Background: an optimization exercise with open tools, aiming at small area and a short achievable clock period. Do not read the settings as production practice. Where RTL was checked, it was by simulation tests only, not by an equivalence proof against the original. The clock input has no modelled driver; a real chip could not lean on it and would need a root buffer or a full tree. No activity file was given, so power comes from the tool's default toggle rates.

Setup of red:
## cnn_top_with_pool
module cnn_top_with_pool #
(
    parameter DATA_W = 8,
    parameter FRAC   = 4,
    parameter IMG_W  = 32
)
(
    input  wire                     clk,
    input  wire                     rst,
    input  wire                     in_valid,
    input  wire signed [DATA_W-1:0] pixel_in,
    output reg                      out_valid,
    output reg signed [DATA_W-1:0]  out_data
);
    integer i;
    function gt;
        input [7:0] a, b;
        reg   [7:0] ua, ub, g0, e0;
        reg   [3:0] g1, e1;
        reg   [1:0] g2, e2;
        integer j;
        begin
            ua = {~a[7], a[6:0]};
            ub = {~b[7], b[6:0]};
            g0 = ua & ~ub;
            e0 = ~(ua ^ ub);
            for (j = 0; j < 4; j = j + 1) begin
                g1[j] = g0[2*j+1] | (e0[2*j+1] & g0[2*j]);
                e1[j] = e0[2*j+1] & e0[2*j];
            end
            for (j = 0; j < 2; j = j + 1) begin
                g2[j] = g1[2*j+1] | (e1[2*j+1] & g1[2*j]);
                e2[j] = e1[2*j+1] & e1[2*j];
            end
  ...
Settings: LEC_CHECK=0, ABC_CLOCK_PERIOD_IN_PS=1600, CAP_MARGIN=20, CORE_MARGIN=2, CORE_UTILIZATION=60, CTS_CLUSTER_DIAMETER=60, CTS_CLUSTER_SIZE=30, SETUP_SLACK_MARGIN=2.25, SLEW_MARGIN=20; clock period 4.0 ns.
run.sh (not shown) runs the stock make flow with config.mk's settings and CLKGATE_MAP_FILE= SYNTH_SCRIPT=/design/flow/synth_recipe.tcl, a recipe that flattens the netlist after the stock synthesis.
red: no failed stages, no open violations at the end
What blue does differently from red at the input level:
Settings: swapping 2.25 for 2.4 in SETUP_SLACK_MARGIN.
Changes observed in blue relative to red: power +1.7%; detailed-routed wire length on met2 shows a reduction of about 1.2%; core utilization has increased; final area rose 160 um^2; number of vias after detailed routing has decreased. Re final worst-path setup slack: red and blue aren't equal, and the higher value belongs to blue. Going from red to blue, maximum clock rate grew by 0.0066 GHz, wire length now larger.


== job 7045 ==
Another version of the RTL of cnn_top_with_pool (not shown whole).
Size in the first run: about 920 cells after synthesis, ~20 I/O pins.
export LEC_CHECK = 0
export ABC_CLOCK_PERIOD_IN_PS = 1600
export CAP_MARGIN = 20
export CORE_MARGIN = 2
export CORE_UTILIZATION = 60
export CTS_CLUSTER_DIAMETER = 60
export CTS_CLUSTER_SIZE = 30
export SETUP_SLACK_MARGIN = 2.4
export SLEW_MARGIN = 20
create_clock -name core_clock -period 4.0 [get_ports {clk}]
Inputs modified between job 7045 and job 2214:
Settings: swapping 30 for 50 in CTS_CLUSTER_SIZE.
--- outcome ---
In the tables for job 2214 and job 7045, fmax reads higher with job 7045.
Status: total wire length after detailed routing parity (job 2214, job 7045)
The core of job 2214 is less densely filled than that of job 7045.
Changes observed in job 2214 relative to job 7045: overall power consumption saw a decrease, wire length on met2 saw an increase, signed area change from the synthesized netlist to the final layout saw a decrease.
Edits applied to the flow inputs when going from job 2214 to job 2011:
Settings: removing CTS_CLUSTER_SIZE (formerly 50); changing SETUP_SLACK_MARGIN from 2.4 to 2.2; removing CTS_CLUSTER_DIAMETER (formerly 60); changing CORE_UTILIZATION from 60 to 40; changing ABC_CLOCK_PERIOD_IN_PS from 1600 to 1800.
==> comparison <==
Relative to job 2214, internal power of the cells has increased by about 12% in job 2011. Compared with job 2214, die boundary width in job 2011 increased by more than 10%. Lower fmax goes to job 2214 over job 2011. Looking at worst relative slew slack, job 2011 sits 3.5 points below job 2214. Job 2011 vs job 2214, global-route usage went down by 5.1 points. Sort job 2214 and job 2011 by depth of the critical timing path with buffers and inverters included desc -> top: job 2214.
No run of this note included a check of the RTL's function; only the layout flow was run.


== run A ==
Another version of the RTL of cnn_top_with_pool (not shown whole).
// cnn_top_with_pool
module cnn_top_with_pool #
(
    parameter DATA_W = 8,
    parameter FRAC   = 4,
    parameter IMG_W  = 32
)
(
    input  wire                     clk,
    input  wire                     rst,
    input  wire                     in_valid,
    input  wire signed [DATA_W-1:0] pixel_in,
    output reg                      out_valid,
    output reg signed [DATA_W-1:0]  out_data
);
    integer i;
    reg  [7:0] p0;
    reg        v0;            
    always @(posedge clk) begin
        p0 <= pixel_in;
        if (rst) v0 <= 1'b0;
        else     v0 <= in_valid;
    end
    reg  [4:0] col;           
    reg        row1;          
    reg  [7:0] x1, x2;        
    reg  [4:0] yl1;           
    reg  [3:0] yh1;           
    reg  [4:0] al1;           
    reg  [3:0] ah1;           
    reg        fe1;           
    reg        mw1;           
    wire [4:0] yl_n, al_n;
    wire [3:0] yh_n, ah_n;
    cnn_s1_logic s1 (.px(p0), .x1(x1), .x2(x2),
                     .yl(yl_n), .yh(yh_n), .al(al_n), .ah(ah_n));
    always @(posedge clk) begin
        if (rst) begin
            col  <= 5'd0;
            row1 <= 1'b0;
            fe1  <= 1'b0;
        end else begin
            fe1 <= v0 & (|col[4:1]);
            if (v0) begin
                col <= col + 5'd1;
  ...
clock: 4.0 ns
lec_check: 0
abc_clock_period_in_ps: 1600
cap_margin: 20
core_margin: 2
core_utilization: 60
setup_slack_margin: 2.3
slew_margin: 20
synth_hierarchical: 1
standard.sh (not shown) runs the stock make flow with config.mk's settings and CLKGATE_MAP_FILE= SYNTH_SCRIPT=/design/flow/synth_recipe.tcl, a recipe that flattens the netlist after the stock synthesis.
==> flow/flow/run.sh <==
#!/bin/bash
# The standard layout (standard.sh), with two changes:
#  - synthesis leaves the adders to ABC instead of mapping them onto the
#    library's half- and full-adder cells (ADDER_MAP_FILE empty);
#  - clock tree synthesis adds no dummy loads, and flow/cts_hook.tcl then
#    drives TritonCTS's leaf buffers straight from three root buffers on the
#    clock port, removing the H-tree buffers in between.
# make's output goes to standard_make.log; each ORFS step logs under orfs/logs.
set -euo pipefail
here=$(pwd)
bash standard.sh ADDER_MAP_FILE= \
  "CTS_ARGS=-sink_clustering_enable -repair_clock_nets -dont_use_dummy_load -sink_clustering_size 30 -sink_clustering_max_diameter 60" \
  "PRE_CTS_TCL=$here/flow/cts_hook.tcl" \
  finish > standard_make.log 2>&1
==> flow/flow/cts_hook.tcl <==
# Run before ORFS's clock tree synthesis. Wraps clock_tree_synthesis so that,
# once TritonCTS has built its tree, the intermediate H-tree buffers are
# removed: the leaf buffers are driven straight from a few root buffers on the
# clock port, each placed at the centre of the leaf buffers it drives.
set ::my_cts_roots 3

rename clock_tree_synthesis my_tritoncts
proc clock_tree_synthesis { args } {
  my_tritoncts {*}$args
  my_flatten_clock_tree
}

proc my_flatten_clock_tree { } {
  set block [ord::get_db_block]
  set db [ord::get_db]
  set port_net [$block findNet clk]
  set master [$db findMaster sky130_fd_sc_hd__clkbuf_16]

  # clock buffers: instances whose master name has clkbuf and whose A pin is on a clock net
  set bufs {}
  foreach inst [$block getInsts] {
    set m [[$inst getMaster] getName]
    if { [string match "sky130_fd_sc_hd__clkbuf_*" $m] } {
      set a [$inst findITerm A]
      set x [$inst findITerm X]
      if { $a eq "NULL" || $x eq "NULL" } { continue }
      set an [$a getNet]
      set xn [$x getNet]
      if { $an eq "NULL" || $xn eq "NULL" } { continue }
      if { [$an getSigType] ne "CLOCK" && $an ne $port_net } { continue }
      lappend bufs $inst
    }
  }
  # leaves: buffers whose output drives anything that is not a clock buffer
  set leaves {}
  set inner {}
  foreach inst $bufs {
    set xn [[$inst findITerm X] getNet]
    set leaf 0
    foreach it [$xn getITerms] {
      if { [$it isOutputSignal] } { continue }
      set li [$it getInst]
      if { [lsearch -exact $bufs $li] < 0 } { set leaf 1; break }
    }
    if { $leaf } { lappend leaves $inst } else { lappend inner $inst }
  }
  puts "my_flatten_clock_tree: [llength $bufs] clock buffers, [llength $leaves] leaves, [llength $inner] inner"
  if { [llength $leaves] < 2 } { return }
  # a leaf buffer must not also drive other clock buffers
  foreach inst $leaves {
    foreach it [[[$inst findITerm X] getNet] getITerms] {
      if { [$it isOutputSignal] } { continue }
      if { [lsearch -exact $bufs [$it getInst]] >= 0 } {
        puts "my_flatten_clock_tree: leaf [$inst getName] drives a clock buffer, tree left as built"
        return
      }
    }
  }
  # nothing but the inner buffers may sit on the port net
  foreach it [$port_net getITerms] {
    if { [lsearch -exact $inner [$it getInst]] < 0 } {
      puts "my_flatten_clock_tree: port net drives [[$it getInst] getName], tree left as built"
      return
    }
  }
  # remove the inner buffers and their nets
  foreach inst $inner {
    set xn [[$inst findITerm X] getNet]
    foreach it [$xn getITerms] { $it disconnect }
    [$inst findITerm A] disconnect
    odb::dbInst_destroy $inst
    if { $xn ne $port_net } { odb::dbNet_destroy $xn }
  }
  # group the leaves by x into my_cts_roots groups of equal size
  set pts {}
  foreach inst $leaves {
    set loc [$inst getLocation]
    lappend pts [list [lindex $loc 0] [lindex $loc 1] $inst]
  }
  set pts [lsort -integer -index 0 $pts]
  set n [llength $pts]
  set k $::my_cts_roots
  for { set g 0 } { $g < $k } { incr g } {
    set lo [expr { $g * $n / $k }]
    set hi [expr { ($g + 1) * $n / $k }]
    set grp [lrange $pts $lo [expr { $hi - 1 }]]
    set sx 0; set sy 0
    foreach p $grp { incr sx [lindex $p 0]; incr sy [lindex $p 1] }
    set cx [expr { $sx / [llength $grp] }]
    set cy [expr { $sy / [llength $grp] }]
    set rb [odb::dbInst_create $block $master "clkbuf_root_${g}_clk"]
    set rn [odb::dbNet_create $block "clknet_root_${g}_clk"]
    $rn setSigType CLOCK
    [$rb findITerm A] connect $port_net
    [$rb findITerm X] connect $rn
    $rb setLocation $cx $cy
    $rb setPlacementStatus PLACED
    foreach p $grp { [[lindex $p 2] findITerm A] connect $rn }
  }
  puts "my_flatten_clock_tree: [llength $leaves] leaves now driven by $k root buffers"
}
Run A did not stop at any stage, and its layout met the timing, design-rule and antenna checks.
### run A -> run B
- changing SETUP_SLACK_MARGIN from 2.3 to 2.45
diff --git a/flow/flow/run.sh b/flow/flow/run.sh
--- a/flow/flow/run.sh
+++ b/flow/flow/run.sh
@@ -5,3 +5,3 @@
 #  - clock tree synthesis adds no dummy loads, and flow/cts_hook.tcl then
-#    drives TritonCTS's leaf buffers straight from three root buffers on the
+#    drives TritonCTS's leaf buffers straight from four root buffers on the
 #    clock port, removing the H-tree buffers in between.
diff --git a/flow/flow/cts_hook.tcl b/flow/flow/cts_hook.tcl
--- a/flow/flow/cts_hook.tcl
+++ b/flow/flow/cts_hook.tcl
@@ -4,3 +4,3 @@
 # clock port, each placed at the centre of the leaf buffers it drives.
-set ::my_cts_roots 3
+set ::my_cts_roots 4
 
@@ -73,3 +73,4 @@
   }
-  # group the leaves by x into my_cts_roots groups of equal size
+  # group the leaves into my_cts_roots groups of equal size: split by x
+  # into two halves, then each half by y
   set pts {}
@@ -81,7 +82,15 @@
   set n [llength $pts]
-  set k $::my_cts_roots
-  for { set g 0 } { $g < $k } { incr g } {
-    set lo [expr { $g * $n / $k }]
-    set hi [expr { ($g + 1) * $n / $k }]
-    set grp [lrange $pts $lo [expr { $hi - 1 }]]
+  set half [expr { $n / 2 }]
+  set groups {}
+  foreach part [list [lrange $pts 0 [expr { $half - 1 }]] [lrange $pts $half end]] {
+    set part [lsort -integer -index 1 $part]
+    set m [llength $part]
+    set per [expr { $::my_cts_roots / 2 }]
+    for { set g 0 } { $g < $per } { incr g } {
+      lappend groups [lrange $part [expr { $g * $m / $per }] [expr { ($g + 1) * $m / $per - 1 }]]
+    }
+  }
+  set k [llength $groups]
+  set g 0
+  foreach grp $groups {
     set sx 0; set sy 0
@@ -98,2 +107,3 @@
     foreach p $grp { [[lindex $p 2] findITerm A] connect $rn }
+    incr g
   }
==> comparison <==
Number of setup buffers added after CTS: run B vs run A up 9. From run A to run B the numbers moved as follows: post-cts resize count increased by 18% relative to the old numbers, placer congestion estimate held steady, fraction of area in multi-input gates ~0 delta, register fraction of the total cell area shrank by 0.71 points. Between run B and run A, the routed via count divided by cell count figures differ only marginally. Going from run A to run B, proportion of layout cells with a drive suffix above 1 rose by 2.1 points; clock power rose by about 2%; aggregate routed wire length rose 280 um. Run B against run A; total via count in the routed design is up slightly.
Edits applied to the flow inputs when going from run B to run C:
- SETUP_SLACK_MARGIN now 2.3, was 2.45
diff --git a/flow/flow/cts_hook.tcl b/flow/flow/cts_hook.tcl
--- a/flow/flow/cts_hook.tcl
+++ b/flow/flow/cts_hook.tcl
@@ -73,4 +73,3 @@
   }
-  # group the leaves into my_cts_roots groups of equal size: split by x
-  # into two halves, then each half by y
+  # group the leaves by x into my_cts_roots groups of equal size
   set pts {}
@@ -82,15 +81,7 @@
   set n [llength $pts]
-  set half [expr { $n / 2 }]
-  set groups {}
-  foreach part [list [lrange $pts 0 [expr { $half - 1 }]] [lrange $pts $half end]] {
-    set part [lsort -integer -index 1 $part]
-    set m [llength $part]
-    set per [expr { $::my_cts_roots / 2 }]
-    for { set g 0 } { $g < $per } { incr g } {
-      lappend groups [lrange $part [expr { $g * $m / $per }] [expr { ($g + 1) * $m / $per - 1 }]]
-    }
-  }
-  set k [llength $groups]
-  set g 0
-  foreach grp $groups {
+  set k $::my_cts_roots
+  for { set g 0 } { $g < $k } { incr g } {
+    set lo [expr { $g * $n / $k }]
+    set hi [expr { ($g + 1) * $n / $k }]
+    set grp [lrange $pts $lo [expr { $hi - 1 }]]
     set sx 0; set sy 0
@@ -107,3 +98,2 @@
     foreach p $grp { [[lindex $p 2] findITerm A] connect $rn }
-    incr g
   }
Results
The run with more routed wire is run B, not run C.
Looking at run B and run C, the number of vias per cell after detailed routing is a wash.
Run C against run B: sequential cell area share +0.44 points, number of instances resized during post-cts repair decreased 12, via count went down by 40.
### run C -> run D
- SETUP_SLACK_MARGIN: 2.3 -> 2.45
diff --git a/flow/flow/run.sh b/flow/flow/run.sh
--- a/flow/flow/run.sh
+++ b/flow/flow/run.sh
@@ -11,3 +11,3 @@
 bash standard.sh ADDER_MAP_FILE= \
-  "CTS_ARGS=-sink_clustering_enable -repair_clock_nets -dont_use_dummy_load -sink_clustering_size 30 -sink_clustering_max_diameter 60" \
+  "CTS_ARGS=-sink_clustering_enable -repair_clock_nets -dont_use_dummy_load -sink_clustering_size 20 -sink_clustering_max_diameter 50" \
   "PRE_CTS_TCL=$here/flow/cts_hook.tcl" \
diff --git a/flow/flow/cts_hook.tcl b/flow/flow/cts_hook.tcl
--- a/flow/flow/cts_hook.tcl
+++ b/flow/flow/cts_hook.tcl
@@ -73,3 +73,4 @@
   }
-  # group the leaves by x into my_cts_roots groups of equal size
+  # group the leaves into my_cts_roots groups of equal size: split by x
+  # into two halves, then each half by y
   set pts {}
@@ -81,7 +82,15 @@
   set n [llength $pts]
-  set k $::my_cts_roots
-  for { set g 0 } { $g < $k } { incr g } {
-    set lo [expr { $g * $n / $k }]
-    set hi [expr { ($g + 1) * $n / $k }]
-    set grp [lrange $pts $lo [expr { $hi - 1 }]]
+  set half [expr { $n / 2 }]
+  set groups {}
+  foreach part [list [lrange $pts 0 [expr { $half - 1 }]] [lrange $pts $half end]] {
+    set part [lsort -integer -index 1 $part]
+    set m [llength $part]
+    set per [expr { $::my_cts_roots / 2 }]
+    for { set g 0 } { $g < $per } { incr g } {
+      lappend groups [lrange $part [expr { $g * $m / $per }] [expr { ($g + 1) * $m / $per - 1 }]]
+    }
+  }
+  set k [llength $groups]
+  set g 0
+  foreach grp $groups {
     set sx 0; set sy 0
@@ -98,2 +107,3 @@
     foreach p $grp { [[lindex $p 2] findITerm A] connect $rn }
+    incr g
   }
Notes after the runs:
- Smallest setup slack after layout ended up 0.064 ns higher on run D than on run C.
- | fraction of met1 tracks used by global routing | run D vs run C | ≈ equal |
- Lower power density of the placed cells among run C and run D: run C
- Post-route minimum period was higher in the run labelled run C.
- The lower met2 track demand over resource of run C and run D is in run C.

-- what the ideal ports hide --
The results above use ideal ports. As a check the final layouts listed here were re-extracted and re-timed, cells and wires unchanged. Step 1 sets driving cells, clkbuf_16 on the clock port and buf_2 on the other inputs (assumed; they add their load-dependent delay and slew). Step 2 adds t to the input delays and takes it off the output delays; t is the mean of the earliest and latest rising clock arrival at the registers after step 1. Input paths then give back, and output paths get back, about the clock's delay inside the block. Three values: no drivers, after step 1, after step 2; two values: the first two.
run | t (ns) | setup slack, ns | latest minus earliest clock arrival (ns) | worst data-port slew with drivers (ns)
red | 0.581 | 2.201 / 2.148 / 1.873 | 0.024 / 0.023 | 0.03
blue | 0.577 | 2.222 / 2.172 / 2.006 | 0.024 / 0.024 | 0.03
job 7045 | 0.580 | 2.043 / 2.043 / 2.043 | 0.026 / 0.026 | 0.03
job 2214 | 0.576 | 2.035 / 2.035 / 2.035 | 0.026 / 0.027 | 0.03
job 2011 | 0.644 | 2.061 / 2.061 / 1.866 | 0.028 / 0.028 | 0.03
run A | 0.470 | 2.359 / 2.281 / 2.195 | 0.049 / 0.050 | 0.04
run B | 0.455 | 2.414 / 2.309 / 2.235 | 0.040 / 0.040 | 0.04
run C | 0.442 | 2.336 / 2.247 / 2.193 | 0.041 / 0.042 | 0.04
run D | 0.464 | 2.400 / 2.297 / 2.116 | 0.032 / 0.033 | 0.04
After both steps setup and hold are still met in every run listed. For red, which loses most, drivers alone change the setup slack by -0.053 ns; drivers and shift together by -0.328 ns.
